Source: an optimization exercise on an open RTL-to-GDS flow (aim: small area). Production flows keep margins and buffers that such runs may drop. Function was checked by simulation only, so behaviour that the tests miss may differ from the original. Power figures rest on the tool's default switching activity, not on a simulated workload.

$ cat flow/standard.sh
#!/bin/bash
# synth_recipe.tcl (not shown) runs the flow's synth.tcl, then flattens the netlist and writes it again
# the make line also repeats each setting of config.mk as NAME=value (left out here)
make -C /OpenROAD-flow-scripts/flow DESIGN_CONFIG=/design/flow/config.mk WORK_HOME=/design/flow/orfs CLKGATE_MAP_FILE= SYNTH_SCRIPT=/design/flow/synth_recipe.tcl "${@:-finish}"
$ cat flow/flow/cts_args.txt
-sink_clustering_enable
-repair_clock_nets
-buf_list sky130_fd_sc_hd__clkbuf_8
-sink_clustering_size 16
-sink_clustering_max_diameter 50
-dont_use_dummy_load
$ cat flow/constraint.sdc
create_clock -name core_clock -period 20.0 [get_ports {clk}]
set_input_delay 4.0000 -clock core_clock [delete_from_list [all_inputs] [get_ports {clk}]]
set_output_delay 4.0000 -clock core_clock [all_outputs]
set_load 0.01 [all_outputs]
$ cat flow/design.v
`timescale 1ns / 1ps
`timescale 1ns / 1ps
 `timescale 1ns / 1ps
module reset_req_s
 (
	input  wire		clk,
	input  wire		rst_n,
	input  wire		resetfull_req_n,	 
	input  wire		sreset_req_n,		 
	input  wire		cs_por_n,			 
	input  wire		cs_resetfull_n,		 
	input  wire		cs_reset_n,			 
	input  wire		cs_resetstat_n,		 
	output wire		resetfull_out_n,	 
	output wire		reset_out_n			 
 );
localparam	IDLE    = 4'd0;
localparam	RF_CHK  = 4'd1;
localparam	RF_AS0  = 4'd2;
localparam	RF_AS   = 4'd3;
localparam	RF_DLY  = 4'd4;
localparam	RF_REL0 = 4'd5;
localparam	RF_REL  = 4'd6;
localparam	SR_CHK  = 4'd9;
localparam	SR_AS0  = 4'd10;
localparam	SR_AS   = 4'd11;
localparam	SR_DLY  = 4'd12;
localparam	SR_REL0 = 4'd13;
localparam	SR_REL  = 4'd14;
reg		[3:0]	st;
reg		[14:0]	cnt;
wire	chk_done = ((cnt & 24'h9c4) == 24'h9c4);	 
wire	dly_done = ((cnt & 24'h61a8) == 24'h61a8);	 
wire	rel_done = ((cnt & 24'h64) == 24'h64);	 
wire	cs_run  = cs_por_n & cs_resetfull_n & cs_reset_n;
wire	cs_rel  = cs_run & cs_resetstat_n;
wire	cs_rfd  = cs_por_n & ~cs_resetfull_n & cs_reset_n & ~cs_resetstat_n;
wire	cs_srd  = cs_por_n & cs_resetfull_n & ~cs_reset_n & ~cs_resetstat_n;
wire	[2:0]	ph = st[2:0];
wire			asserted = (ph == 3'd3) | (ph == 3'd4) | (ph == 3'd5);	 
assign	resetfull_out_n = ~(asserted & ~st[3]);
assign	reset_out_n     = ~(asserted & st[3]);
reg				run;
reg				done;
always @(*) begin
	case (ph)
		3'd1:       begin run = cs_run; done = chk_done; end
		3'd4:       begin run = st[3] ? cs_srd : cs_rfd; done = dly_done; end
		3'd5, 3'd6: begin run = cs_rel; done = rel_done; end
		default:    begin run = 1'b0;   done = 1'b0;     end
	endcase
end
wire	cnt_hold = (st == SR_CHK) & ~resetfull_req_n;
wire	cnt_inc  = run & ~done & ~cnt_hold;
wire	step     = run & done & ~cnt_hold;
always @(posedge clk) begin
	if(~cnt_inc & ~cnt_hold)
		cnt <= 15'd0;
	else
		cnt <= cnt + {14'd0, cnt_inc};
end
wire			req_n = st[3] ? sreset_req_n : resetfull_req_n;
always @(posedge clk or negedge rst_n) begin
	if(~rst_n)
		st <= IDLE;
	else begin
		case (ph)
		3'd0: begin		 
			if(~resetfull_req_n)
				st <= RF_CHK;
			else if(~sreset_req_n)
				st <= SR_CHK;
			else
				st <= IDLE;
		end
		3'd1: begin		 
			if(st[3] & ~resetfull_req_n)
				st <= RF_CHK;
			else if(step)
				st <= {st[3], 3'd2};
		end
		3'd2, 3'd3:		 
			st <= {st[3], req_n ? 3'd4 : 3'd3};
		3'd4:			 
			if(step) st <= {st[3], 3'd5};
		3'd5, 3'd6:		 
			st <= step ? IDLE : {st[3], 3'd6};
		default:
			st <= IDLE;
		endcase
	end
end
endmodule
`timescale 1ns / 1ps
module ad9516_rom (
	input wire [6:0] r,
	input wire [4:0] b,
	output wire sa,
	output wire sb
);
function [23:0] ad_rom_a;
	input [6:0] r;
	begin
		case (r)
			7'd0: ad_rom_a = 24'h000099;
			7'd1: ad_rom_a = 24'h000100;
			7'd2: ad_rom_a = 24'h000200;
			7'd3: ad_rom_a = 24'h000341;
			7'd4: ad_rom_a = 24'h000400;
			7'd5: ad_rom_a = 24'h00107C;
			7'd6: ad_rom_a = 24'h00110A;
			7'd7: ad_rom_a = 24'h001200;
			7'd8: ad_rom_a = 24'h001300;
			7'd9: ad_rom_a = 24'h00140F;
			7'd10: ad_rom_a = 24'h001500;
			7'd11: ad_rom_a = 24'h001605;
			7'd12: ad_rom_a = 24'h001702;
			7'd13: ad_rom_a = 24'h001806;
			7'd14: ad_rom_a = 24'h001940;
			7'd15: ad_rom_a = 24'h001A00;
			7'd16: ad_rom_a = 24'h001BA0;
			7'd17: ad_rom_a = 24'h001C22;
			7'd18: ad_rom_a = 24'h001D08;
			7'd19: ad_rom_a = 24'h001E00;
			7'd20: ad_rom_a = 24'h001F00;
			7'd21: ad_rom_a = 24'h00A001;
			7'd22: ad_rom_a = 24'h00A100;
			7'd23: ad_rom_a = 24'h00A200;
			7'd24: ad_rom_a = 24'h00A301;
			7'd25: ad_rom_a = 24'h00A400;
			7'd26: ad_rom_a = 24'h00A500;
			7'd27: ad_rom_a = 24'h00A601;
			7'd28: ad_rom_a = 24'h00A700;
			7'd29: ad_rom_a = 24'h00A800;
			7'd30: ad_rom_a = 24'h00A901;
			7'd31: ad_rom_a = 24'h00AA00;
			7'd32: ad_rom_a = 24'h00AB00;
			7'd33: ad_rom_a = 24'h00F008;
			7'd34: ad_rom_a = 24'h00F108;
			7'd35: ad_rom_a = 24'h00F208;
			7'd36: ad_rom_a = 24'h00F308;
			7'd37: ad_rom_a = 24'h00F408;
			7'd38: ad_rom_a = 24'h00F508;
			7'd39: ad_rom_a = 24'h014002;
			7'd40: ad_rom_a = 24'h014102;
			7'd41: ad_rom_a = 24'h014202;
			7'd42: ad_rom_a = 24'h014302;
			7'd43: ad_rom_a = 24'h019022;
			7'd44: ad_rom_a = 24'h019100;
			7'd45: ad_rom_a = 24'h019200;
			7'd46: ad_rom_a = 24'h019311;
			7'd47: ad_rom_a = 24'h019400;
			7'd48: ad_rom_a = 24'h019500;
			7'd49: ad_rom_a = 24'h019611;
			7'd50: ad_rom_a = 24'h019700;
			7'd51: ad_rom_a = 24'h019800;
			7'd52: ad_rom_a = 24'h019911;
			7'd53: ad_rom_a = 24'h019A00;
			7'd54: ad_rom_a = 24'h019B00;
			7'd55: ad_rom_a = 24'h019C20;
			7'd56: ad_rom_a = 24'h019D00;
			7'd57: ad_rom_a = 24'h019E11;
			7'd58: ad_rom_a = 24'h019F00;
			7'd59: ad_rom_a = 24'h01A000;
			7'd60: ad_rom_a = 24'h01A120;
			7'd61: ad_rom_a = 24'h01A200;
			7'd62: ad_rom_a = 24'h01A300;
			7'd63: ad_rom_a = 24'h01E004;
			7'd64: ad_rom_a = 24'h01E102;
			7'd65: ad_rom_a = 24'h023000;
			7'd66: ad_rom_a = 24'h023100;
			7'd67: ad_rom_a = 24'h023201;
			7'd68: ad_rom_a = 24'h001807;
			7'd69: ad_rom_a = 24'h023201;
			default: ad_rom_a = 24'h000000;
		endcase
	end
endfunction
function [23:0] ad_rom_d;
	input [6:0] r;
	begin
		case (r)
			7'd8: ad_rom_d = 24'h00000A;
			7'd43: ad_rom_d = 24'h000033;
			7'd46: ad_rom_d = 24'h000003;
			7'd57: ad_rom_d = 24'h000003;
			7'd63: ad_rom_d = 24'h000006;
			default: ad_rom_d = 24'h000000;
		endcase
	end
endfunction
wire [23:0] wa = ad_rom_a(r);
wire [23:0] wd = ad_rom_d(r);
assign sa = wa[b];
assign sb = wa[b] ^ wd[b];
endmodule
`timescale 1ns / 1ps
module dsp_spi
 (
	input  wire			clk,			 
	input  wire			rst_n,
	input  wire			DSP_SSEL1,
	input  wire			DSP_SCK1,
	input  wire			DSP_MOSI1,
	output reg			DSP_MISO1,
	input  wire	[15:0]	gpio_i,			 
	input  wire			st_phy_int,		 
	input  wire	[4:0]	st_rst,			 
	input  wire	[2:0]	st_misc,		 
	output reg	[3:0]	led_reg,		 
	output reg			phy_reg,		 
	output reg	[3:0]	misc_reg		 
 );
reg			[1:0]	ssel_s;
reg			[2:0]	sck_s;
reg			[1:0]	mosi_s;
reg 		[4:0] 	spi_c;
reg					rw;
reg			[6:0]	addr;
reg			[3:0]	data_w;
reg			[2:0]	wr_cng;
reg			[7:0]	data_r_hold;
reg			[7:0]	pre_r;
wire				ssel     = ssel_s[1];
wire				sck_fall =  sck_s[2] & ~sck_s[1];
wire				sck_rise = ~sck_s[2] &  sck_s[1];
wire				mosi     = mosi_s[1];
wire				rdy          = (spi_c == 5'h8) & rw;
wire				wr_event_cng = spi_c[4] & ~rw;		 
wire				wr_event     = wr_cng[1] ^ wr_cng[2];
always @(posedge clk or negedge rst_n) begin
	if(~rst_n) begin
		ssel_s <= 2'b11;
		sck_s  <= 3'b000;
	end
	else begin
		ssel_s <= {ssel_s[0], DSP_SSEL1};
		sck_s  <= {sck_s[1:0], DSP_SCK1};
	end
end
always @(posedge clk) begin
	mosi_s <= {mosi_s[0], DSP_MOSI1};
	wr_cng <= {wr_cng[1:0], wr_event_cng};
end
always @(posedge clk) begin
	if(ssel)
		spi_c <= 5'h0;
	else if(sck_fall) begin
		spi_c <= spi_c[4] ? 5'h0 : spi_c + 1'b1;
		if(spi_c == 5'h0) begin
			rw     <= mosi;
			addr   <= 7'h0;
			data_w <= 4'h0;
		end
		else if(spi_c[4:3] == 2'b00)
			addr <= {addr[5:0], mosi};
		else if(~spi_c[4] & ~rw)
			data_w <= {data_w[2:0], mosi};
	end
end
always @(posedge clk or negedge rst_n) begin
	if(~rst_n) begin
		led_reg  <= 4'b0;
		phy_reg  <= 1'b1;
		misc_reg <= 4'b0011;
	end
	else if(wr_event) begin
		case(addr)
			7'h0: led_reg  <= data_w;
			7'h1: phy_reg  <= data_w[1];
			7'h7: misc_reg <= data_w;
			default: ;
		endcase
	end
end
wire		[2:0]	addr_nx = sck_fall ? {addr[1:0], mosi} : addr[2:0];
always @(posedge clk) begin
	case(addr_nx)
		3'd1: pre_r <= {gpio_i[7:1], st_phy_int};
		3'd3: pre_r <= gpio_i[15:8];
		3'd6: pre_r <= {gpio_i[7:5], st_rst};
		3'd7: pre_r <= {gpio_i[7], st_misc, gpio_i[3:0]};
		default: pre_r <= gpio_i[7:0];
	endcase
end
reg			[7:0]	data_r;
always @(*) begin
	if(addr[6:3] != 4'h0)
		data_r = 8'h0;
	else begin
		case(addr[2:0])
			3'd0: data_r = {4'h0, led_reg};
			3'd1: data_r = {6'h0, phy_reg, pre_r[0]};
			3'd4: data_r = 8'h2b;
			3'd5: data_r = 8'h08;
			3'd6: data_r = {3'h0, pre_r[4:0]};
			3'd7: data_r = {1'b0, pre_r[6:4], misc_reg};
			default: data_r = pre_r;
		endcase
	end
end
always @(posedge clk or negedge rst_n) begin
	if(~rst_n)
		data_r_hold <= 8'h0;
	else if(rdy)
		data_r_hold <= data_r;
end
always @(posedge clk or negedge rst_n) begin
	if(~rst_n)
		DSP_MISO1 <= 1'b0;
	else if(ssel)
		DSP_MISO1 <= 1'b0;
	else if(sck_rise) begin
		if(spi_c[4:3] == 2'b01) begin
			if(rw)
				DSP_MISO1 <= data_r_hold[~spi_c[2:0]];
		end
		else
			DSP_MISO1 <= 1'b0;
	end
end
endmodule
`timescale 1ns / 1ps
 `timescale 1ns / 1ps
module vpx_brd_ctrl_core
 (
	clk,   						 
	rst_n,						 
	vcc1p0_pgood_i,
	vcc3p3_fmc_pgood_i,
	vcc_vadj_fmc_pgood_i,
	vcc1p2_pgood_i,
	vcc1p8_fpga_pgood_i,
	vcc1p5_fpga_pgood_i,
	vcc0p75_fpga_pgood_i,
	vcc1p0_mgtavcc_pgood_i,
	vcc1p2_mgtavtt_pgood_i,
	vcc3p3_pgood_i,
	dspa_sspcs1_i,		  			 
	dspa_sspck_i,					 
	dspa_sspmiso_o,					 
	dspa_sspmosi_i,         		 
	dspb_sspcs1_i,		  			 
	dspb_sspck_i,					 
	dspb_sspmiso_o,					 
	dspb_sspmosi_i,         		 
	vcc2p5_pgood_i,			
	vcc1p8_dsp_pgood_i,     
	vcc1p5_dsp_pgood_i,	    
	vcc0p75_dsp_pgood_i,	
	sys_pgood_o,			
	vcc2p5_en_o,			
	vcc1p8_dsp_en_o,        
	vcc1p5_dsp_en_o,				
	vcc0p75_dsp_en_o,		
	dspa_gpio_i,					 
	dspa_gpio_o,					 
	dspa_gpio_en,					 
	dspb_gpio_i,					 
	dspb_gpio_o,					 
	dspb_gpio_en,					 
	full_reset_i,					 
	dspa_warm_reset_i,				 
	dspb_warm_reset_i,				 
	fpga_rst_i,						 
	fpga_rst_o,						 
	dspa_trgrstz_i, 				 
	dspb_trgrstz_i, 				 
	dspa_debug_led_o,				 
	dspb_debug_led_o,				 
	dspa_porz_o,					 
	dspa_resetfullz_o,				 
	dspa_resetz_o,					 
	dspa_lresetz_o,					 
	dspa_coresel_o,					 
	dspa_resetstat_n_i,				 
	dspa_nmiz_o,					 
	dspa_lresetnmienz_o,			 
	dspa_bootcomplete_i,             
	dspa_paclksel_o,				 
	dspa_hout_i,					 
	dspa_sysclkout_i,				 
	dspa_timi0_o,					 
	dspb_porz_o,					 
	dspb_resetfullz_o,				 
	dspb_resetz_o,					 
	dspb_lresetz_o,					 
	dspb_coresel_o,					 
	dspb_resetstat_n_i,				 
	dspb_nmiz_o,					 
	dspb_lresetnmienz_o,			 
	dspb_bootcomplete_i,             
	dspb_paclksel_o,				 
	dspb_hout_i,					 
	dspb_sysclkout_i,				 
	dspb_timi0_o,					 
	dspa_phy_int_n_i,				 
	dspa_phy_rst_n_o,				 
	dspb_phy_int_n_i,				 
	dspb_phy_rst_n_o,				 
	dspa_ucd9222_pg1_i,				 
	dspa_ucd9222_pg2_i,				 
	dspa_ucd9222_ena1_o,   			 
	dspa_ucd9222_ena2_o,			 
	dspa_pgucd9222_i,				 
	dspa_ucd9222_rst_n_o,			 
	dspb_ucd9222_pg1_i,				 
	dspb_ucd9222_pg2_i,				 
	dspb_ucd9222_ena1_o,   			 
	dspb_ucd9222_ena2_o,			 
	dspb_pgucd9222_i,				 
	dspb_ucd9222_rst_n_o,			 
	dspa_pca9306_en_o,				 
	dspb_pca9306_en_o,				 
	dspa_nand_wp_o,					 
	dspa_nor_wp_n_o,				 
	dspa_eeprom_wp_o,				 
	dspb_nand_wp_o,					 
	dspb_nor_wp_n_o,				 
	dspb_eeprom_wp_o,				 
    dspa_vid_oe_n_o, 
	dspb_vid_oe_n_o, 
	ad9516_1_clock_reset_o,
	ad9516_1_cs_o, 
	ad9516_1_pd_o,
	ad9516_1_refsel_o,
	ad9516_1_sclk_o,
	ad9516_1_sdi_o,
	ad9516_1_ld_i,
	ad9516_2_clock_reset_o,
	ad9516_2_cs_o, 
	ad9516_2_pd_o,
	ad9516_2_refsel_o,
	ad9516_2_sclk_o,
	ad9516_2_sdi_o,
	ad9516_2_ld_i,
	sp3an_debug_led_o,
	front_led_o,
	sw_fsel_o,
	sw_qfg_o,
	srio_rst_n_o,
	sw_spd_o,
	fmc1_pg_c2m_o,
	fmc2_pg_c2m_o,
	dspa_tsip0_fsa0_o,
	dspa_tsip0_clka0_o,
	dspb_tsip0_fsa0_o,
	dspb_tsip0_clka0_o
 );
input			clk;
input			rst_n;
input   		vcc1p0_pgood_i;
input   		vcc3p3_fmc_pgood_i;
input   		vcc_vadj_fmc_pgood_i;
input   		vcc1p2_pgood_i;
input   		vcc1p8_fpga_pgood_i;
input   		vcc1p5_fpga_pgood_i;
input   		vcc0p75_fpga_pgood_i;
input   		vcc1p0_mgtavcc_pgood_i;
input   		vcc1p2_mgtavtt_pgood_i;
input   		vcc3p3_pgood_i;
input			dspa_sspcs1_i;
input			dspa_sspck_i;
output			dspa_sspmiso_o;
input			dspa_sspmosi_i;
input			dspb_sspcs1_i;
input			dspb_sspck_i;
output			dspb_sspmiso_o;
input			dspb_sspmosi_i;
input			vcc2p5_pgood_i;
input			vcc1p8_dsp_pgood_i;
input			vcc1p5_dsp_pgood_i;
input			vcc0p75_dsp_pgood_i;
output			sys_pgood_o;
output			vcc2p5_en_o;
output			vcc1p8_dsp_en_o;
output			vcc1p5_dsp_en_o;
output			vcc0p75_dsp_en_o;
reg				vcc2p5_en_o;
reg				vcc1p8_dsp_en_o;
reg				vcc1p5_dsp_en_o;
reg				vcc0p75_dsp_en_o;
input	[15:0]	dspa_gpio_i;
output	[15:0]	dspa_gpio_o;
output			dspa_gpio_en;
reg   			dspa_gpio_en;
input	[15:0]	dspb_gpio_i;
output	[15:0]	dspb_gpio_o;
output			dspb_gpio_en;
reg   			dspb_gpio_en;
input			full_reset_i;
input			dspa_warm_reset_i;
input			dspb_warm_reset_i;
input			fpga_rst_i;
input       	dspa_trgrstz_i;
input       	dspb_trgrstz_i;
output			fpga_rst_o;
wire			full_reset_i_f;
wire			dspa_warm_reset_i_f;
wire			dspb_warm_reset_i_f;
wire			fpga_rst_i_f;
output	[3:0]	dspa_debug_led_o;
output	[3:0]	dspb_debug_led_o;
output			dspa_porz_o;
output			dspa_resetfullz_o;
output			dspa_resetz_o;
output			dspa_lresetz_o;
input			dspa_resetstat_n_i;
output			dspa_lresetnmienz_o;
output	[3:0]	dspa_coresel_o;
output			dspa_nmiz_o;
output			dspa_paclksel_o;
input			dspa_hout_i;
input			dspa_bootcomplete_i;
input			dspa_sysclkout_i;
output 			dspa_timi0_o; 
output			dspb_porz_o;
output			dspb_resetfullz_o;
output			dspb_resetz_o;
output			dspb_lresetz_o;
input			dspb_resetstat_n_i;
output			dspb_lresetnmienz_o;
output	[3:0]	dspb_coresel_o;
output			dspb_nmiz_o;
output			dspb_paclksel_o;
input			dspb_hout_i;
input			dspb_bootcomplete_i;
input			dspb_sysclkout_i;
output 			dspb_timi0_o; 
input			dspa_phy_int_n_i;
output			dspa_phy_rst_n_o;
input			dspb_phy_int_n_i;
output			dspb_phy_rst_n_o;
input			dspa_ucd9222_pg1_i;
input			dspa_ucd9222_pg2_i;
output			dspa_ucd9222_ena1_o;
output			dspa_ucd9222_ena2_o;
input			dspa_pgucd9222_i;
output			dspa_ucd9222_rst_n_o;
input			dspb_ucd9222_pg1_i;
input			dspb_ucd9222_pg2_i;
output			dspb_ucd9222_ena1_o;
output			dspb_ucd9222_ena2_o;
input			dspb_pgucd9222_i;
output			dspb_ucd9222_rst_n_o;
output			dspa_pca9306_en_o;
output			dspb_pca9306_en_o;
output			dspa_nand_wp_o;
output			dspa_nor_wp_n_o;
output			dspa_eeprom_wp_o;
output			dspb_nand_wp_o;
output			dspb_nor_wp_n_o;
output			dspb_eeprom_wp_o;
output 			dspa_vid_oe_n_o;
output 			dspb_vid_oe_n_o;
output			ad9516_1_clock_reset_o;
output			ad9516_1_cs_o;
output			ad9516_1_pd_o;
output			ad9516_1_refsel_o;
output			ad9516_1_sclk_o;
output			ad9516_1_sdi_o;
input			ad9516_1_ld_i;
output			ad9516_2_clock_reset_o;
output			ad9516_2_cs_o;
output			ad9516_2_pd_o;
output			ad9516_2_refsel_o;
output			ad9516_2_sclk_o;
output			ad9516_2_sdi_o;
input			ad9516_2_ld_i;
wire			ad9516_1_cfg_done;
wire			ad9516_2_cfg_done;
output	[7:0]	sp3an_debug_led_o;
output	[1:0]	front_led_o;
output	[1:0]	sw_fsel_o;
output	[7:0]	sw_qfg_o;
output			srio_rst_n_o;
output	[2:0]	sw_spd_o;
reg				srio_rst_n_o;
output			fmc1_pg_c2m_o;
output			fmc2_pg_c2m_o;
output			dspa_tsip0_fsa0_o;
output			dspa_tsip0_clka0_o;
output			dspb_tsip0_fsa0_o;
output			dspb_tsip0_clka0_o;
reg				ir_run;			 
reg				ir_rel;			 
reg				fpga_ireset_n;
reg		[11:0]	dcnt;
wire			dcnt_wrap = ((dcnt & 16'h9c4) == 16'h9c4);
wire			dcnt_lo0  = (dcnt[11:4] == 8'h0);
wire			dcnt_is2  = dcnt_lo0 & (dcnt[3:0] == 4'd2);
wire			dcnt_is3  = dcnt_lo0 & (dcnt[3:0] == 4'd3);
wire			dcnt_is10 = dcnt_lo0 & (dcnt[3:0] == 4'd10);
always @(posedge clk or negedge rst_n) begin
	if(~rst_n) begin
		ir_run <= 1'b0;
		ir_rel <= 1'b0;
		fpga_ireset_n <= 1'b0;
		dcnt <= 12'hfff;
	end
	else begin
		ir_run <= 1'b1;
		if(ir_run & dcnt_wrap)
			ir_rel <= 1'b1;
		if(ir_rel)
			fpga_ireset_n <= 1'b1;
		if(dcnt_wrap | (ir_rel & ~fpga_ireset_n))
			dcnt <= 12'h0;
		else
			dcnt <= dcnt + 1'b1;
	end
end
reg				dclk;
wire			sample_en = dcnt_wrap & ~dclk;
always @(posedge clk or negedge fpga_ireset_n) begin
	if(~fpga_ireset_n)
		dclk <= 1'b0;
	else if(dcnt_wrap)
		dclk <= ~dclk;
end
reg		[3:0]	smp_full, smp_wa, smp_wb, smp_frst;
always @(posedge clk or negedge fpga_ireset_n) begin
	if(~fpga_ireset_n) begin
		smp_full <= 4'hf;
		smp_wa   <= 4'hf;
		smp_wb   <= 4'hf;
		smp_frst <= 4'hf;
	end
	else if(sample_en) begin
		smp_full <= {smp_full[2:0], full_reset_i};
		smp_wa   <= {smp_wa[2:0],   dspa_warm_reset_i};
		smp_wb   <= {smp_wb[2:0],   dspb_warm_reset_i};
		smp_frst <= {smp_frst[2:0], fpga_rst_i};
	end
end
reg				resetfull_req_n;	 
reg				wra_f;				 
reg				wrb_f;				 
reg				frst_f;				 
reg				fpga_rst_o_r;		 
always @(posedge clk or negedge fpga_ireset_n) begin
	if(~fpga_ireset_n) begin
		resetfull_req_n <= 1'b1;
		wra_f <= 1'b1;
		wrb_f <= 1'b1;
		frst_f <= 1'b1;
		fpga_rst_o_r <= 1'b1;
	end
	else begin
		if(dcnt_is3)
			resetfull_req_n <= (&smp_full) | (resetfull_req_n & (|smp_full));
		if(dcnt_is2) begin
			wra_f  <= (&smp_wa)   | (wra_f  & (|smp_wa));
			wrb_f  <= (&smp_wb)   | (wrb_f  & (|smp_wb));
			frst_f <= (&smp_frst) | (frst_f & (|smp_frst));
		end
		if(dcnt_is3 & ~frst_f)
			fpga_rst_o_r <= 1'b0;
		else if(dcnt_is10 & frst_f)
			fpga_rst_o_r <= 1'b1;
	end
end
assign fpga_rst_o = fpga_rst_o_r;
reg				trga_s1, trga_s2, trgb_s1, trgb_s2;
reg				dspa_softreset_req_n, dspb_softreset_req_n;
reg		[1:0]	dspa_resetstat_nd, dspb_resetstat_nd;
always @(posedge clk) begin
	trga_s1 <= dspa_trgrstz_i | ~fpga_ireset_n;
	trga_s2 <= trga_s1;
	trgb_s1 <= dspb_trgrstz_i | ~fpga_ireset_n;
	trgb_s2 <= trgb_s1;
	dspa_softreset_req_n <= wra_f & trga_s2;
	dspb_softreset_req_n <= wrb_f & trgb_s2;
end
always @(posedge clk or negedge fpga_ireset_n) begin
	if(~fpga_ireset_n) begin
		dspa_resetstat_nd <= 2'b00;
		dspb_resetstat_nd <= 2'b00;
	end
	else begin
		dspa_resetstat_nd <= {dspa_resetstat_nd[0], dspa_resetstat_n_i};
		dspb_resetstat_nd <= {dspb_resetstat_nd[0], dspb_resetstat_n_i};
	end
end
reg				full_s1, frst_s1, wa_s1, wb_s1;
reg				phya_s1, phyb_s1;
reg				boota_s1, sysa_s1, houta_s1, bootb_s1, sysb_s1, houtb_s1;
always @(posedge clk) begin
	full_s1  <= full_reset_i;
	frst_s1  <= fpga_rst_i;
	wa_s1    <= dspa_warm_reset_i;
	wb_s1    <= dspb_warm_reset_i;
	phya_s1  <= dspa_phy_int_n_i;
	phyb_s1  <= dspb_phy_int_n_i;
	boota_s1 <= dspa_bootcomplete_i;
	sysa_s1  <= dspa_sysclkout_i;
	houta_s1 <= dspa_hout_i;
	bootb_s1 <= dspb_bootcomplete_i;
	sysb_s1  <= dspb_sysclkout_i;
	houtb_s1 <= dspb_hout_i;
end
reg				pgm_d0, pgm_d1;
reg				v2p5_d0, v2p5_d1, ucd_d0, ucd_d1, v1p8_d0, v1p8_d1;
reg				v1p5_d0, v1p5_d1, v075_d0, v075_d1;
reg				pg_ex_dsp, all_power;
always @(posedge clk) begin
	pgm_d0 <= vcc1p0_pgood_i & vcc3p3_fmc_pgood_i & vcc_vadj_fmc_pgood_i &
	          vcc1p2_pgood_i & vcc1p8_fpga_pgood_i & vcc1p5_fpga_pgood_i &
	          vcc0p75_fpga_pgood_i & vcc1p0_mgtavcc_pgood_i & vcc1p2_mgtavtt_pgood_i &
	          vcc3p3_pgood_i & fpga_ireset_n;
	pgm_d1 <= pgm_d0;
	pg_ex_dsp <= pgm_d1;
	ucd_d0 <= dspa_ucd9222_pg1_i & dspa_ucd9222_pg2_i & dspa_pgucd9222_i &
	          dspb_ucd9222_pg1_i & dspb_ucd9222_pg2_i & dspb_pgucd9222_i & fpga_ireset_n;
	ucd_d1 <= ucd_d0;
end
always @(posedge clk or negedge fpga_ireset_n) begin
	if(~fpga_ireset_n) begin
		v2p5_d0 <= 1'b0; v2p5_d1 <= 1'b0;
		v1p8_d0 <= 1'b0; v1p8_d1 <= 1'b0;
		v1p5_d0 <= 1'b0; v1p5_d1 <= 1'b0;
		v075_d0 <= 1'b0; v075_d1 <= 1'b0;
		all_power <= 1'b0;
	end
	else begin
		v2p5_d0 <= vcc2p5_pgood_i;       v2p5_d1 <= v2p5_d0;
		v1p8_d0 <= vcc1p8_dsp_pgood_i;   v1p8_d1 <= v1p8_d0;
		v1p5_d0 <= vcc1p5_dsp_pgood_i;   v1p5_d1 <= v1p5_d0;
		v075_d0 <= vcc0p75_dsp_pgood_i;  v075_d1 <= v075_d0;
		all_power <= pgm_d1 & v2p5_d1 & ucd_d1 & v1p8_d1 & v1p5_d1 & v075_d1;
	end
end
reg		[2:0]	ce_10m_cnt;
wire			clk_10mhz_ce = ce_10m_cnt[2];	 
always @(posedge clk) begin
	if(clk_10mhz_ce | ~fpga_ireset_n)
		ce_10m_cnt <= 3'd0;
	else
		ce_10m_cnt <= ce_10m_cnt + 1'b1;
end
reg		[17:0]	debug_led_lo;
reg		[7:0]	debug_led_hi;
always @(posedge clk) begin
	if(clk_10mhz_ce | ~fpga_ireset_n) begin
		if(all_power)
			debug_led_lo <= debug_led_lo + 1'b1;
		else
			debug_led_lo <= 18'b0;
	end
end
always @(posedge clk or negedge fpga_ireset_n) begin
	if(~fpga_ireset_n)
		debug_led_hi <= 8'b0;
	else if(clk_10mhz_ce) begin
		if(all_power)
			debug_led_hi <= debug_led_hi + {7'b0, &debug_led_lo};
		else
			debug_led_hi <= 8'b0;
	end
end
assign	sp3an_debug_led_o = debug_led_hi;
always @(posedge clk or negedge fpga_ireset_n) begin
	if(~fpga_ireset_n)
		srio_rst_n_o <= 1'b0;
	else
		srio_rst_n_o <= all_power;
end
assign 	sw_fsel_o	= 	2'b11;
assign	sw_spd_o	=	3'b101;
assign  sw_qfg_o	=   8'b0;
assign	fmc1_pg_c2m_o = all_power;
assign	fmc2_pg_c2m_o = all_power;
assign	sys_pgood_o   = all_power;
assign	front_led_o[1] = all_power;
reg		[1:0]	clk_div;
reg				tsip_clk;
reg		[6:0]	fs_cnt;
reg				tsip_fs;
wire			tsip_clk_rise = clk_div[1] & ~tsip_clk;
always @(posedge clk)
	clk_div <= (clk_div[1] | ~fpga_ireset_n) ? 2'd0 : clk_div + 1'b1;
always @(posedge clk or negedge fpga_ireset_n) begin
	if(~fpga_ireset_n) begin
		tsip_clk <= 1'b0;
		fs_cnt <= 7'd0;
		tsip_fs <= 1'b0;
	end
	else begin
		if(clk_div[1])
			tsip_clk <= ~tsip_clk;
		if(tsip_clk_rise) begin
			fs_cnt <= fs_cnt + 1'b1;
			tsip_fs <= &fs_cnt;
		end
	end
end
assign	dspa_tsip0_clka0_o = tsip_clk;
assign	dspb_tsip0_clka0_o = tsip_clk;
assign	dspa_tsip0_fsa0_o  = tsip_fs;
assign	dspb_tsip0_fsa0_o  = tsip_fs;
parameter 		SM_IDLE	  = 4'h0;
parameter 		SM_V2P5	  = 4'h1;
parameter 		SM_PMBS_1 = 4'h2;
parameter 		SM_PMBS_2 = 4'h3;
parameter 		SM_V1P8	  = 4'h4;
parameter 		SM_V1P5	  = 4'h5;
parameter 		SM_V075	  = 4'h6;
parameter 		SM_CLKG	  = 4'h7;
parameter 		SM_PORWR  = 4'h8;
parameter 		SM_WAIT	  = 4'h9;
parameter 		SM_PWOK	  = 4'ha;
parameter 		SM_POFF1  = 4'hb;
parameter 		SM_POFF2  = 4'hc;
parameter 		SM_FAIL	  = 4'hd;
reg		[3:0]	PW_SM;
reg		[15:0]	PW_c;
reg				ucd_ena;
reg				vid_oe_n;
reg				set_ad9516;
reg		[1:0]	ld_d;
wire			c_idle_done = ((PW_c & 24'hc350) == 24'hc350);
wire			c_done = ((PW_c & 24'h61a8) == 24'h61a8);
reg				sm_en, sm_ok;
reg		[3:0]	sm_next;
always @(*) begin
	sm_en = 1'b1;
	sm_ok = 1'b1;
	sm_next = PW_SM;
	case (PW_SM)
		SM_IDLE:   begin sm_en = pg_ex_dsp; sm_next = SM_V2P5;   end
		SM_V2P5:   begin sm_en = pg_ex_dsp; sm_ok = v2p5_d1;  sm_next = SM_PMBS_1; end
		SM_PMBS_1: begin sm_en = pg_ex_dsp; sm_next = SM_PMBS_2; end
		SM_PMBS_2: begin sm_en = pg_ex_dsp; sm_ok = ucd_d1;   sm_next = SM_V1P8;   end
		SM_V1P8:   begin sm_en = pg_ex_dsp; sm_ok = v1p8_d1;  sm_next = SM_V1P5;   end
		SM_V1P5:   begin sm_en = pg_ex_dsp; sm_ok = v1p5_d1;  sm_next = SM_V075;   end
		SM_V075:   begin sm_en = pg_ex_dsp; sm_ok = v075_d1;  sm_next = SM_CLKG;   end
		SM_CLKG:   begin sm_en = all_power; sm_ok = ld_d[1];  sm_next = SM_PORWR;  end
		SM_PORWR:  begin sm_en = all_power; sm_next = SM_WAIT;   end
		SM_WAIT:   begin sm_en = all_power; sm_ok = dspa_resetstat_nd[1]; sm_next = SM_PWOK; end
		SM_PWOK:   begin sm_en = all_power; sm_ok = 1'b0; end
		SM_POFF1:  begin sm_next = SM_POFF2; end
		default:   begin sm_ok = 1'b0; end		 
	endcase
end
wire			sm_done = (PW_SM == SM_IDLE) ? c_idle_done : c_done;
wire			sm_step = sm_en & sm_ok & sm_done;
wire			pw_inc  = sm_en & sm_ok & ~sm_done;
wire			pw_clr  = ~pw_inc & (sm_en | (PW_SM == SM_IDLE));
always @(posedge clk) begin
	if(pw_clr)
		PW_c <= 16'h0;
	else
		PW_c <= PW_c + {15'h0, pw_inc};
end
always @(posedge clk or negedge fpga_ireset_n) begin
	if(~fpga_ireset_n) begin
		PW_SM <= SM_IDLE;
		ucd_ena <= 1'b0;
		vcc1p5_dsp_en_o <= 1'b0;
		vcc1p8_dsp_en_o <= 1'b0;
		vcc0p75_dsp_en_o <= 1'b0;
		vcc2p5_en_o <= 1'b0;
		set_ad9516 <= 1'b0;
		vid_oe_n <= 1'b1;
	end
	else begin
		if(sm_step)
			PW_SM <= sm_next;
		else if(~sm_en)
			PW_SM <= (PW_SM == SM_IDLE) ? SM_IDLE : (PW_SM <= SM_V075) ? SM_FAIL : SM_POFF1;
		case (PW_SM)
			SM_V2P5:   if(sm_en) vcc2p5_en_o <= 1'b1;
			SM_PMBS_1: if(sm_en) ucd_ena <= 1'b1;
			SM_V1P8: begin
				if(sm_en) vcc1p8_dsp_en_o <= 1'b1;
				if(sm_step) set_ad9516 <= 1'b1;
			end
			SM_V1P5: begin
				if(sm_en) vcc1p5_dsp_en_o <= 1'b1;
				if(sm_step) vid_oe_n <= 1'b0;
			end
			SM_V075:   if(sm_en) vcc0p75_dsp_en_o <= 1'b1;
			SM_CLKG:   if(sm_step) set_ad9516 <= 1'b0;
			SM_POFF2, SM_FAIL: begin
				ucd_ena <= 1'b0;
				vcc1p5_dsp_en_o <= 1'b0;
				vcc1p8_dsp_en_o <= 1'b0;
				vcc0p75_dsp_en_o <= 1'b0;
				vcc2p5_en_o <= 1'b0;
				set_ad9516 <= 1'b0;
				vid_oe_n <= 1'b1;
			end
			default: ;
		endcase
	end
end
assign	dspa_ucd9222_ena1_o  = ucd_ena;
assign	dspa_ucd9222_ena2_o  = ucd_ena;
assign	dspb_ucd9222_ena1_o  = ucd_ena;
assign	dspb_ucd9222_ena2_o  = ucd_ena;
assign	dspa_ucd9222_rst_n_o = 1'b1;
assign	dspb_ucd9222_rst_n_o = 1'b1;
assign	dspa_vid_oe_n_o = vid_oe_n;
assign	dspb_vid_oe_n_o = vid_oe_n;
reg		[2:0]	ad_state;
reg		[6:0]	cnt_reg;
reg		[4:0]	cnt_bit;
reg				ad_sen;
reg				ad_sclk;
reg				ad_sdata_1, ad_sdata_2;
wire			rom_1, rom_2;
ad9516_rom Inst_ad9516_rom (.r(cnt_reg), .b(cnt_bit), .sa(rom_1), .sb(rom_2));
wire			ad_last_bit = (cnt_bit == 5'd0);
wire			ad_last_reg = cnt_reg[6] & cnt_reg[2] & cnt_reg[0];	 
always @(posedge clk or negedge fpga_ireset_n) begin
	if(~fpga_ireset_n)
		cnt_reg <= 7'd0;
	else if(~set_ad9516)
		cnt_reg <= 7'd0;
	else if(clk_10mhz_ce & (ad_state == 3'd5))
		cnt_reg <= ad_last_reg ? 7'd0 : cnt_reg + 1'b1;
end
always @(posedge clk) begin
	if(~set_ad9516) begin
		ad_state <= 3'd0;
		cnt_bit <= 5'd23;
	end
	else if(clk_10mhz_ce) begin
		case(ad_state)
			3'd0: ad_state <= 3'd1;		 
			3'd1: ad_state <= 3'd2;		 
			3'd2: ad_state <= 3'd3;		 
			3'd3: ad_state <= 3'd4;		 
			3'd4: begin					 
				if(ad_last_bit) begin
					ad_state <= 3'd5;
					cnt_bit <= 5'd23;
				end
				else begin
					ad_state <= 3'd1;
					cnt_bit <= cnt_bit - 1'b1;
				end
			end
			3'd5: begin					 
				ad_state <= ad_last_reg ? 3'd6 : 3'd1;
			end
			default: ;					 
		endcase
	end
end
always @(posedge clk or negedge fpga_ireset_n) begin
	if(~fpga_ireset_n) begin
		ad_sen <= 1'b1;
		ad_sdata_1 <= 1'b0;
		ad_sdata_2 <= 1'b0;
		ad_sclk <= 1'b0;
	end
	else if(~set_ad9516) begin
		ad_sen <= 1'b1;
		ad_sdata_1 <= 1'b0;
		ad_sdata_2 <= 1'b0;
		ad_sclk <= 1'b0;
	end
	else if(clk_10mhz_ce) begin
		case(ad_state)
			3'd1: ad_sclk <= 1'b0;		 
			3'd2: begin					 
				ad_sen <= 1'b0;
				ad_sdata_1 <= rom_1;
				ad_sdata_2 <= rom_2;
			end
			3'd3: ad_sclk <= 1'b1;		 
			3'd4: ad_sen <= ad_last_bit;	 
			3'd5: ad_sclk <= 1'b0;		 
			3'd6, 3'd7: begin			 
				ad_sdata_1 <= 1'b0;
				ad_sdata_2 <= 1'b0;
			end
			default: ;
		endcase
	end
end
assign	ad9516_1_clock_reset_o = 1'b1;
assign	ad9516_1_pd_o          = 1'b1;
assign	ad9516_1_refsel_o      = 1'b0;
assign	ad9516_1_cs_o          = ad_sen;
assign	ad9516_1_sclk_o        = ad_sclk;
assign	ad9516_1_sdi_o         = ad_sdata_1;
assign	ad9516_2_clock_reset_o = 1'b1;
assign	ad9516_2_pd_o          = 1'b1;
assign	ad9516_2_refsel_o      = 1'b0;
assign	ad9516_2_cs_o          = ad_sen;
assign	ad9516_2_sclk_o        = ad_sclk;
assign	ad9516_2_sdi_o         = ad_sdata_2;
reg		[1:0]	ld_run;
always @(posedge clk or negedge fpga_ireset_n) begin
	if(~fpga_ireset_n)
		ld_run <= 2'd0;
	else if(clk_10mhz_ce) begin
		if(ad9516_1_ld_i & ad9516_2_ld_i)
			ld_run <= ld_run + {1'b0, ~&ld_run};
		else
			ld_run <= 2'd0;
	end
end
always @(posedge clk)
	ld_d <= {ld_d[0], &ld_run};
assign	front_led_o[0] = &ld_run;
wire			dspa_resetfull_out_n, dspa_reset_out_n;
wire			dspb_resetfull_out_n, dspb_reset_out_n;
wire			sm_7_a = (PW_SM >= 4'h7 && PW_SM <= 4'ha);
wire			sm_7_b = (PW_SM >= 4'h7 && PW_SM <= 4'hb);
wire			sm_8_a = (PW_SM >= 4'h8 && PW_SM <= 4'ha);
wire			sm_9_b = (PW_SM >= 4'h9 && PW_SM <= 4'hb);
wire			sm_pwok = (PW_SM == SM_PWOK);
wire			power_fail_check = (PW_SM >= 4'hb && PW_SM <= 4'hd);
assign 	dspa_coresel_o = 4'h0;
assign 	dspb_coresel_o = 4'h0;
assign 	dspa_paclksel_o = 1'b1;
assign 	dspb_paclksel_o = 1'b1;
assign 	dspa_lresetnmienz_o = sm_7_a;
assign 	dspb_lresetnmienz_o = sm_7_a;
assign 	dspa_nmiz_o = sm_7_b;
assign 	dspb_nmiz_o = sm_7_b;
assign 	dspa_lresetz_o = sm_7_b;
assign 	dspb_lresetz_o = sm_7_b;
assign 	dspa_porz_o = sm_8_a;
assign 	dspb_porz_o = sm_8_a;
assign 	dspa_resetfullz_o = sm_9_b & dspa_resetfull_out_n;
assign 	dspb_resetfullz_o = sm_9_b & dspb_resetfull_out_n;
assign 	dspa_resetz_o = sm_7_b & dspa_reset_out_n;
assign 	dspb_resetz_o = sm_7_b & dspb_reset_out_n;
assign	dspa_gpio_o = 16'h0001;
assign	dspb_gpio_o = 16'h0001;
wire	[3:0]	dspa_led_reg, dspb_led_reg;
wire			dspa_phy_reg, dspb_phy_reg;
wire	[3:0]	dspa_misc_reg, dspb_misc_reg;
assign	dspa_debug_led_o = power_fail_check ? 4'h0 : dspa_led_reg;
assign	dspb_debug_led_o = power_fail_check ? 4'h0 : dspb_led_reg;
assign 	dspa_phy_rst_n_o = dspa_porz_o & dspa_resetfullz_o & dspa_phy_reg;
assign 	dspb_phy_rst_n_o = dspb_porz_o & dspb_resetfullz_o & dspb_phy_reg;
wire			dspa_wp_on = sm_pwok & dspa_resetstat_n_i & ~dspa_gpio_en;
wire			dspb_wp_on = sm_pwok & dspb_resetstat_n_i & ~dspb_gpio_en;
assign 	dspa_nand_wp_o   = dspa_wp_on & dspa_misc_reg[0];
assign 	dspb_nand_wp_o   = dspb_wp_on & dspb_misc_reg[0];
assign 	dspa_nor_wp_n_o  = dspa_wp_on & dspa_misc_reg[1];
assign 	dspb_nor_wp_n_o  = dspb_wp_on & dspb_misc_reg[1];
assign 	dspa_eeprom_wp_o = ~dspa_wp_on | dspa_misc_reg[2];
assign 	dspb_eeprom_wp_o = ~dspb_wp_on | dspb_misc_reg[2];
assign 	dspa_pca9306_en_o = sm_pwok & dspa_misc_reg[3];
assign 	dspb_pca9306_en_o = sm_pwok & dspb_misc_reg[3];
reset_req_s Inst_reset_req_ctrl_a
 (
    .clk				(	clk						),
    .rst_n				(	fpga_ireset_n			),
    .resetfull_req_n	(	resetfull_req_n			),
    .sreset_req_n		(	dspa_softreset_req_n	),
    .cs_por_n			(	dspa_porz_o				),
    .cs_resetfull_n		(	dspa_resetfullz_o		),
    .cs_reset_n			(	dspa_resetz_o			),
    .cs_resetstat_n		(	dspa_resetstat_nd[1]	),
    .resetfull_out_n	(	dspa_resetfull_out_n	),
    .reset_out_n		(	dspa_reset_out_n		)
 );
reset_req_s Inst_reset_req_ctrl_b
 (
    .clk				(	clk						),
    .rst_n				(	fpga_ireset_n			),
    .resetfull_req_n	(	resetfull_req_n			),
    .sreset_req_n		(	dspb_softreset_req_n	),
    .cs_por_n			(	dspb_porz_o				),
    .cs_resetfull_n		(	dspb_resetfullz_o		),
    .cs_reset_n			(	dspb_resetz_o			),
    .cs_resetstat_n		(	dspb_resetstat_nd[1]	),
    .resetfull_out_n	(	dspb_resetfull_out_n	),
    .reset_out_n		(	dspb_reset_out_n		)
 );
reg				half_clk;
reg		[3:0]	dspa_gpio_dly, dspb_gpio_dly;
always @(posedge clk or negedge fpga_ireset_n) begin
	if(~fpga_ireset_n)
		half_clk <= 1'b0;
	else
		half_clk <= ~half_clk;
end
wire			dspa_gpio_clr = ~dspa_resetstat_nd[1] & (~dspa_porz_o | ~dspa_resetfullz_o | dspa_gpio_en);
wire			dspa_gpio_done = ((dspa_gpio_dly & 16'h0a) == 16'h0a);
always @(posedge clk or negedge fpga_ireset_n) begin
	if(~fpga_ireset_n)
		dspa_gpio_en <= 1'b1;
	else
		dspa_gpio_en <= dspa_gpio_clr | ~dspa_gpio_done;
end
always @(posedge clk) begin
	if(dspa_gpio_clr)
		dspa_gpio_dly <= 4'h0;
	else if(~dspa_gpio_done)
		dspa_gpio_dly <= dspa_gpio_dly + 1'b1;
end
wire			dspb_gpio_clr = ~dspb_resetstat_nd[1] & (~dspb_porz_o | ~dspb_resetfullz_o | dspb_gpio_en);
wire			dspb_gpio_done = ((dspb_gpio_dly & 16'h0a) == 16'h0a);
always @(posedge clk or negedge fpga_ireset_n) begin
	if(~fpga_ireset_n)
		dspb_gpio_en <= 1'b1;
	else
		dspb_gpio_en <= dspb_gpio_clr | ~dspb_gpio_done;
end
always @(posedge clk) begin
	if(dspb_gpio_clr)
		dspb_gpio_dly <= 4'h0;
	else if(~dspb_gpio_done)
		dspb_gpio_dly <= dspb_gpio_dly + 1'b1;
end
assign	dspa_timi0_o = ~dspa_gpio_en & ~half_clk;
assign	dspb_timi0_o = ~dspb_gpio_en & ~half_clk;
dsp_spi Inst_dspa_spi
 (
    .clk			(	clk					),
    .rst_n			(	fpga_ireset_n		),
    .DSP_SSEL1		(	dspa_sspcs1_i		),
    .DSP_SCK1		(	dspa_sspck_i		),
    .DSP_MOSI1		(	dspa_sspmosi_i		),
    .DSP_MISO1		(	dspa_sspmiso_o		),
    .gpio_i			(	dspa_gpio_i			),
    .st_phy_int		(	phya_s1				),
    .st_rst			(	{trga_s1, dspa_resetstat_n_i, frst_s1, wa_s1, full_s1}	),
    .st_misc		(	{boota_s1, sysa_s1, houta_s1}	),
    .led_reg		(	dspa_led_reg		),
    .phy_reg		(	dspa_phy_reg		),
    .misc_reg		(	dspa_misc_reg		)
 );
dsp_spi Inst_dspb_spi
 (
    .clk			(	clk					),
    .rst_n			(	fpga_ireset_n		),
    .DSP_SSEL1		(	dspb_sspcs1_i		),
    .DSP_SCK1		(	dspb_sspck_i		),
    .DSP_MOSI1		(	dspb_sspmosi_i		),
    .DSP_MISO1		(	dspb_sspmiso_o		),
    .gpio_i			(	dspb_gpio_i			),
    .st_phy_int		(	phyb_s1				),
    .st_rst			(	{trgb_s1, dspb_resetstat_n_i, frst_s1, wb_s1, full_s1}	),
    .st_misc		(	{bootb_s1, sysb_s1, houtb_s1}	),
    .led_reg		(	dspb_led_reg		),
    .phy_reg		(	dspb_phy_reg		),
    .misc_reg		(	dspb_misc_reg		)
 );
endmodule
$ cat flow/flow/run.sh
#!/bin/bash
# Layout flow: the standard ORFS flow (standard.sh, unchanged synthesis),
# with two settings changed:
#  - input and output ports are buffered with sky130_fd_sc_hd__buf_1 instead
#    of the default port buffer cell;
#  - clock tree synthesis uses the arguments in flow/cts_args.txt.
# make's full output goes to flow.log in the work folder; ORFS writes each
# step's log under orfs/logs/.
set -euo pipefail
cts_args="$(tr '\n' ' ' < flow/cts_args.txt)"
bash standard.sh \
  "BUFFER_PORTS_ARGS=-buffer_cell sky130_fd_sc_hd__buf_1" \
  "CTS_ARGS=${cts_args}" \
  finish > flow.log 2>&1
$ cat flow/config.mk
export PLATFORM = sky130hd
export DESIGN_NAME = vpx_brd_ctrl_core
export DESIGN_NICKNAME = vpx_brd_ctrl_core
export VERILOG_FILES = /design/flow/design.v
export SDC_FILE = /design/flow/constraint.sdc
export NUM_CORES = 4
export LEC_CHECK = 0
export CAP_MARGIN = 20
export CORE_MARGIN = 2
export CORE_UTILIZATION = 40
export SLEW_MARGIN = 20
==> results of run 1 <==
path summary, 6_finish.rpt:
path                                          from  cells after the start                       endpoint  slack, ps
max                             dspa_resetstat_n_i                      4                 dspa_nand_wp_o      10830
min reg2reg                          fpga_ireset_n                      0           dspa_resetstat_nd[1]        270
max in group asynchronous                    rst_n                      1                  fpga_ireset_n      15940
min                                  fpga_ireset_n                      0           dspa_resetstat_nd[1]        270
max reg2reg                               PW_SM[3]                     15  Inst_reset_req_ctrl_b.cnt[14]      16520
min in group core_clock    Inst_dspa_spi.wr_cng[0]                      0        Inst_dspa_spi.wr_cng[1]        310
worst max-delay path: stages:
cell     delay (ps)
buf_1           130
nor3b_1         650
and2_1          240
buf_1           160
cells in the mapped netlist, types with 7 or more instances:
library cell	n	area share
a22oi_1	9	0.0042
and2_1	27	0.010
o21ai_0	80	0.025
o31ai_1	9	0.0042
mux2_2	39	0.027
nand3b_1	10	0.0047
nor3_1	27	0.0084
nand4_1	31	0.012
dfxtp_1	128	0.16
nand2_1	140	0.033
or4_1	7	0.0033
nor4_1	14	0.0054
nor3b_1	10	0.0047
o22ai_1	9	0.0035
xnor2_1	32	0.017
dfstp_2	47	0.077
and3_1	30	0.012
nor2_1	194	0.045
nor2b_1	52	0.020
dfrtp_1	102	0.16
buf_2	21	0.0065
ha_1	29	0.022
buf_6	8	0.0056
a21oi_1	71	0.022
a31oi_1	22	0.0085
a22o_1	12	0.0065
mux2i_1	16	0.0099
edfxtp_1	42	0.078
nand2b_1	36	0.014
or3_1	7	0.0027
clkbuf_1	44	0.010
xor2_1	53	0.029
inv_1	58	0.013
o211ai_1	9	0.0042
buf_4	81	0.038
o21ai_1	8	0.0025
nand3_1	71	0.022
report_power, final:
part	switching, W	leakage (nW)	internal, W	total (W)
Clock	0.000213	0.266	0.000165	0.000378
Combinational	0.0000225	3.14	0.0000142	0.0000367
Sequential	0.00000831	3.35	0.000664	0.000672
area by class of cell:
| class | count | area (µm²) | area share |
|---|---|---|---|
| clock buffers | 37 | 509 | 0.0296 |
| inverters | 63 | 236 | 0.0137 |
| multi-input cells | 1231 | 7530 | 0.438 |
| flip-flops and latches | 319 | 7610 | 0.443 |
| well taps | 525 | 657 | 0.0382 |
| repair buffers | 161 | 653 | 0.0380 |
stage by stage:
step / std cells / hold slack, ps
after floorplan: 1772 / 310
after global placement: 2299 / 295
after detailed placement: 2299 / 294
after CTS: 2336 / 296
after global routing: 2336 / 319
final: 2336 / 268
cells by family after synthesis:
kind of cell / share of synthesized area
and+or+nand+nor: 0.210
DFF: 0.472
AOI/OAI and AO/OA: 0.127
buffers and inverters: 0.0758
xor gates and xnor gates: 0.0471
muxes: 0.0446
adders and majority gates: 0.0231
other: 0.000465
layer usage:
layer | up-vias | global-route usage | wire length, µm
li1 | 6019 | - | -
met1 | 5852 | 0.234 | 16700
met2 | 296 | 0.278 | 17000
met3 | 66 | 0.0369 | 2000
met4 | 0 | 0.0499 | 789
met5 | - | 0 | 0
==> metrics.md, run 1 <==
| Metric | Value |
|---|---|
| Highest Clock Rate | `109 MHz` |
| Worst-Margin Slew | `1060 ps` |
| Design area | `17200 µm²` |
| Port bufs | `148` |
| Critical Path AT | `5170 ps` |
| CP Launch Type | `input port` |
| Ant. Diodes | `0` |
| Final Hold Vio Count | `0` |
| Largest regs | `debug_led_lo: 18 flops, PW_c: 16 flops` |
| Num rows | `73` |
| First-pass iteration count of the detailed router | `5` |
| I/O Pins | `212` |
| Cells after synthesis | `1710` |
| Largest net degree at the start of global routing | `60` |
| Number of flip-flops in the largest register | `18` |
| Overflow after GRT | `0` |
| RSZ-0062 raised after global routing | `no` |
| Avg Inst Size Synth | `9.44 µm²` |
| Total CTS buffers | `37` |
| Biggest register | `debug_led_lo` |
| Max-Cap Viols | `0` |
| Starting Density | `0.406` |
| Ys Warns | `4` |
| Period utilization | `0.459` |
| CTS tree | `yes` |
| Worst IR drop on VDD | `0.0512 mV` |
| Final net count | `1920` |
| Later-pin clock latency in the skew report | `590 ps` |
| Outcome | `no timing/DRC/antenna violations` |
| Post-layout util | `0.433` |
| Total negative slack | `0 ps` |
| CTS sink cnt | `319` |
| Overall power | `0.00109 W` |
| Die area | `42000 µm²` |
| Most common cell after layout, fill and taps aside | `nor2_1` |
| CTS clk-pin slew, worst paths | `90 ps` |
| Prevailing post-synth register cell | `dfxtp_1` |
| Vias in the first global route | `11461` |
| DRC viols | `0` |
| Die extent in y | `205 µm` |
| Hold Crit Class | `register to async pin` |
| Number of H-tree levels | `2` |
| Leakage | `6.75 nW` |
| GP Congestion | `0.879` |
| Fillcell total | `3917` |
| Sequential fraction of the synthesis area | `0.472` |
| Root buffer cell | `clkbuf_8` |
| # resized after CTS | `0` |
| Postcts setup bufs | `0` |
| Dpl cell area | `16700 µm²` |
| Crit path time final | `9170 ps` |
| Crit Path Max Fanout | `3` |
| CTS Buffer Depth | `3` |
| Vias | `12233` |
| Final setup viols | `0` |
| Post-synth EDFFs | `42` |
| Hold Buf Count CTS | `0` |
| DRT iter0 DRCs | `623` |
| Final worst setup slack | `10830 ps` |
| Global-route wire length before repair | `59000 µm` |
| CP required | `16000 ps` |
| Initial antenna violation count | `0` |
| Total Routing Usage GR | `0.173` |
| Most frequent cells in the layout | `nor2_1 (194), buf_1 (148), nand2_1 (140)` |
| CP Class | `input port to output pin` |
| Max-slew violation count | `0` |
| Detailed placement HPWL | `25900 µm` |
| Mapped cell area | `16100 µm²` |
| WL/cell | `15.6 µm` |
| WL final | `36500 µm` |
| Ratio of cells with drive above 1 in the final layout | `0.0944` |
| Core ar. | `39700 µm²` |
| Final Skew | `57.1 ps` |
| Pre-CTS setup slack | `10700 ps` |
| Worst Setup End Kind | `output pin` |
| Post-DR vias/cell | `5.24` |
| Post-DRT Antenna Nets | `0` |
| Synthesized flop and latch total | `319` |
| Asr flop ratio synth | `0.467` |
| Die width | `205 µm` |
| Relative slew slack | `0.291` |
| Netlist cell types | `91` |
| Area Overhead vs Synth | `6.62%` |
| Power Dens Cells | `63.2 nW/µm²` |
==> run 2: changes to the inputs <==
==> flow/flow/cts_args.txt (replaced) <==
-sink_clustering_enable
-repair_clock_nets
-buf_list sky130_fd_sc_hd__clkbuf_16
-sink_clustering_size 30
-sink_clustering_max_diameter 100
-dont_use_dummy_load
==> metrics.md, run 2 <==
| Metric | Value |
|---|---|
| Starting Density | `0.406 (unchanged)` |
| Worst Setup End Kind | `output pin` |
| CTS clk-pin slew, worst paths | `110 ps (+20 ps)` |
| Synth Area in Simple Gates | `0.210 (unchanged)` |
| Die extent in y | `205 µm (unchanged)` |
| Comb power frac | `0.035 (about the same)` |
| Final net count | `1898 (-1.1%)` |
| Max-Cap Viols | `0 (unchanged)` |
| Leakage | `6.67 nW (-1.2%)` |
| Avg Inst Size Synth | `9.44 µm² (unchanged)` |
| GP Congestion | `0.879 (unchanged)` |
| Die area | `42000 µm² (unchanged)` |
| Biggest register | `debug_led_lo` |
| Outcome | `no timing/DRC/antenna violations` |
| Largest regs | `debug_led_lo: 18 flops, PW_c: 16 flops` |
| Final Skew | `63.1 ps (+5.97 ps)` |
| CP Class | `input port to output pin` |
| Biggest area consumer among synthesized cells | `dfxtp_1` |
| Ys Warns | `4 (unchanged)` |
| Clock Power Share | `0.318 (-0.030)` |
| Worst IR drop on VDD | `0.0671 mV (+31%)` |
| Reg2reg end | `Inst_reset_req_ctrl_b.cnt[14]` |
| Synth Area in Adders | `0.0231 (unchanged)` |
| Power Dens Cells | `60.9 nW/µm² (-3.6%)` |
| Multiplexer share of the synthesized area | `0.0446 (unchanged)` |
| Detailed placement HPWL | `25900 µm (unchanged)` |
| Synthesized flop and latch total | `319 (unchanged)` |
| Slowest CP cell | `nor3b_1` |
| CTS sink cnt | `319 (unchanged)` |
| CP required | `16000 ps (about the same)` |
| Global-route wire length before repair | `58200 µm (-1.3%)` |
| Final worst setup slack | `10790 ps (-33.1 ps)` |
| Most common cell in the synthesized netlist | `nor2_1` |
| Overflow after GRT | `0 (unchanged)` |
| Die width | `205 µm (unchanged)` |
| Initial antenna violation count | `0 (unchanged)` |
| Crit-path max cell delay | `680 ps (+30 ps)` |
| Crit path cell chain | `buf_1 > nor3b_1 > and2_1 > buf_1` |
| Hold Crit Class | `register to async pin` |
| Mapped cell area | `16100 µm² (unchanged)` |
| Postcts setup bufs | `0 (unchanged)` |
| Post-DR vias/cell | `5.20 (-0.63%)` |
| R2R setup slack | `16510 ps (about the same)` |
| Overall power | `0.00104 W (-4.4%)` |
| Ant. Diodes | `0 (unchanged)` |
| Num rows | `73 (unchanged)` |
| Max-slew violation count | `0 (unchanged)` |
| Vias in the first global route | `11285 (-1.5%)` |
| Ranking of synthesized cells by area | `dfxtp_1 (16%), dfrtp_1 (16%), edfxtp_1 (7.8%)` |
| Most frequent CP cell | `buf_1` |
| Vias | `12041 (-1.6%)` |
| Worst-Margin Slew | `1060 ps (+2.09 ps)` |
| # resized after CTS | `0 (unchanged)` |
| Later-pin clock latency in the skew report | `520 ps (-70 ps)` |
| Relative slew slack | `0.289 (-0.00140)` |
| Sequential fraction of the synthesis area | `0.472 (unchanged)` |
| Most common cell after layout, fill and taps aside | `nor2_1` |
| Number of flip-flops in the largest register | `18 (unchanged)` |
| Final setup viols | `0 (unchanged)` |
| Largest net degree at the start of global routing | `60 (unchanged)` |
| Netlist cell types | `91 (unchanged)` |
| Fillcell total | `3915 (-0.051%)` |
| WL/cell | `15.5 µm (-0.44%)` |
| Top cells by instance count after synthesis | `nor2_1 (194), nand2_1 (140), dfxtp_1 (128)` |
| Prevailing post-synth register cell | `dfxtp_1` |
| Root buffer cell | `clkbuf_16` |
| Post-layout util | `0.430 (-0.00337)` |
| Area Overhead vs Synth | `5.79%` |
| Post-DRT Antenna Nets | `0 (unchanged)` |
| DRC viols | `0 (unchanged)` |
| Most frequent cells in the layout | `nor2_1 (194), buf_1 (148), nand2_1 (140)` |
| Synth top area share | `0.159 (unchanged)` |
| Total Routing Usage GR | `0.168 (-0.00477)` |
| Pre-CTS setup slack | `10700 ps (unchanged)` |
| Ratio of cells with drive above 1 in the final layout | `0.0833 (-0.0111)` |
| Largest family of logic cells by synthesized area | `simple AND/OR/NAND/NOR gates` |
| Port bufs | `148 (unchanged)` |
| Psw | `0.000225 W (-7.7%)` |
| RSZ-0062 raised after global routing | `no` |
| DRT iter0 DRCs | `612 (-1.8%)` |
| Crit path time final | `9210 ps (+33.1 ps)` |
| First-pass iteration count of the detailed router | `5 (unchanged)` |
| Number of H-tree levels | `1 (-1)` |
| Total negative slack | `0 ps (unchanged)` |
| Total CTS buffers | `15 (-59%)` |
| Cells after synthesis | `1710 (unchanged)` |
| CTS tree | `yes` |
| Core ar. | `39700 µm² (unchanged)` |
| Synth Area in Compound Gates | `0.127 (unchanged)` |
| Crit Path Max Fanout | `3 (unchanged)` |
| I/O Pins | `212 (unchanged)` |
| Asr flop ratio synth | `0.467 (unchanged)` |
| Internal power | `0.000814 W (-3.4%)` |
| Highest Clock Rate | `109 MHz (-0.36%)` |
| Xor/xnor share of the synthesized area | `0.0471 (unchanged)` |
| Final Hold Vio Count | `0 (unchanged)` |
| CTS Buffer Depth | `3 (unchanged)` |
| Critical Path AT | `5210 ps (+40 ps)` |
| Switching share of total power | `0.217 (-0.00770)` |
| Hold Buf Count CTS | `0 (unchanged)` |
| Sequential group share of total power | `0.647 (+0.028)` |
| Period utilization | `0.460 (+0.00166)` |
| FF-to-FF Start | `PW_SM[3]` |
| CP Launch Type | `input port` |
| WL final | `36000 µm (-1.4%)` |
| Worst r2r path cells | `15 (unchanged)` |
| Post-synth EDFFs | `42 (unchanged)` |
==> run 2: cell counts after synthesis <==
No cell type changed its count.
==> run 2: worst max path at each step <==
stage | startpoint | to | slack, ps | cells past startpoint
2_1_floorplan | dspa_resetstat_n_i | dspa_nand_wp_o | 11570 | 2
3_3_place_gp | dspa_resetstat_n_i | dspa_nand_wp_o | 10670 | 4
3_5_place_dp | dspa_resetstat_n_i | dspa_nor_wp_n_o | 10700 | 4
4_1_cts | dspa_resetstat_n_i | dspa_nand_wp_o | 10700 | 4
5_1_grt | dspa_resetstat_n_i | dspa_nand_wp_o | 10650 | 4
6_report | dspa_resetstat_n_i | dspa_nand_wp_o | 10790 | 4
==> run 2: worst max-delay path, delay by kind of cell <==
family,cells,cell delay (ps)
simple gates,2,920
buf+inv,2,290
==> run 2: layout make-up <==
type                    instances  area (µm²)  area share
clock buffers                  15         375      0.0220
inverters                      63         236      0.0139
multi-input cells            1231        7530       0.441
flip-flops and latches        319        7610       0.446
well taps                     525         657      0.0385
repair buffers                161         653      0.0383
==> run 2: per-stage QoR <==
stage               instances  instance area, µm²  hold slack, ps
floorplan                1772               16400             310
global placement         2299               16700             295
detailed placement       2299               16700             294
CTS                      2314               17100             305
global route             2314               17100             331
finish                   2314               17100             278
==> run 2: routing by layer <==
| metal | track usage | vias up | share of wire | wire length [µm] |
|---|---|---|---|---|
| met5 | 0 | - | 0 | 0 |
| met4 | 0.0401 | 0 | 0.018 | 665 |
| met3 | 0.0227 | 43 | 0.046 | 1670 |
| met2 | 0.276 | 272 | 0.47 | 16900 |
| met1 | 0.235 | 5758 | 0.47 | 16800 |
| li1 | - | 5968 | - | - |
==> run 2: power groups by stage <==
| stage | Sequential, W | Combinational, W | Clock, W |
|---|---|---|---|
| after floorplan | 0.000681 | 0.0000355 | 0 |
| after global placement | 0.000685 | 0.0000355 | 0 |
| after detailed placement | 0.000685 | 0.0000364 | 0 |
| after CTS | 0.000672 | 0.0000365 | 0.000348 |
| after global routing | 0.000674 | 0.0000419 | 0.000367 |
| final | 0.000672 | 0.0000366 | 0.000330 |
==> run 2: kinds of logic after synthesis <==
family	count (synthesis)
buffers and inverters	222
adder cells (fa/ha/maj)	30
other	2
flip-flops	319
AO/OA/AOI/OAI	310
multiplexers	61
AND/OR/NAND/NOR	680
XOR/XNOR	86

==> port drivers added, routing unchanged <==
The results above use ideal ports. As a check the final layouts listed here were re-extracted and re-timed, cells and wires unchanged. Step 1 sets driving cells, clkbuf_16 on the clock port and buf_2 on the other inputs (assumed; they add their load-dependent delay and slew). Step 2 times the ports against the registers' clock, not the clock port: input delays grow and output delays shrink by t, the midpoint of the rising clock arrivals with the driver on. a / b / c = ideal ports / drivers / drivers and shift; a / b = the first two.
run	t, ns	setup slack, ns	worst hold slack (ns)	worst setup path after step 2	clock arrival spread, ns
run 1	0.615	10.825 / 10.804 / 10.804	0.268 / 0.268 / 0.268	input to output	0.061 / 0.060
run 2	0.539	10.792 / 10.771 / 10.771	0.278 / 0.278 / 0.278	input to output	0.064 / 0.065
After both steps setup and hold are still met in every run listed.
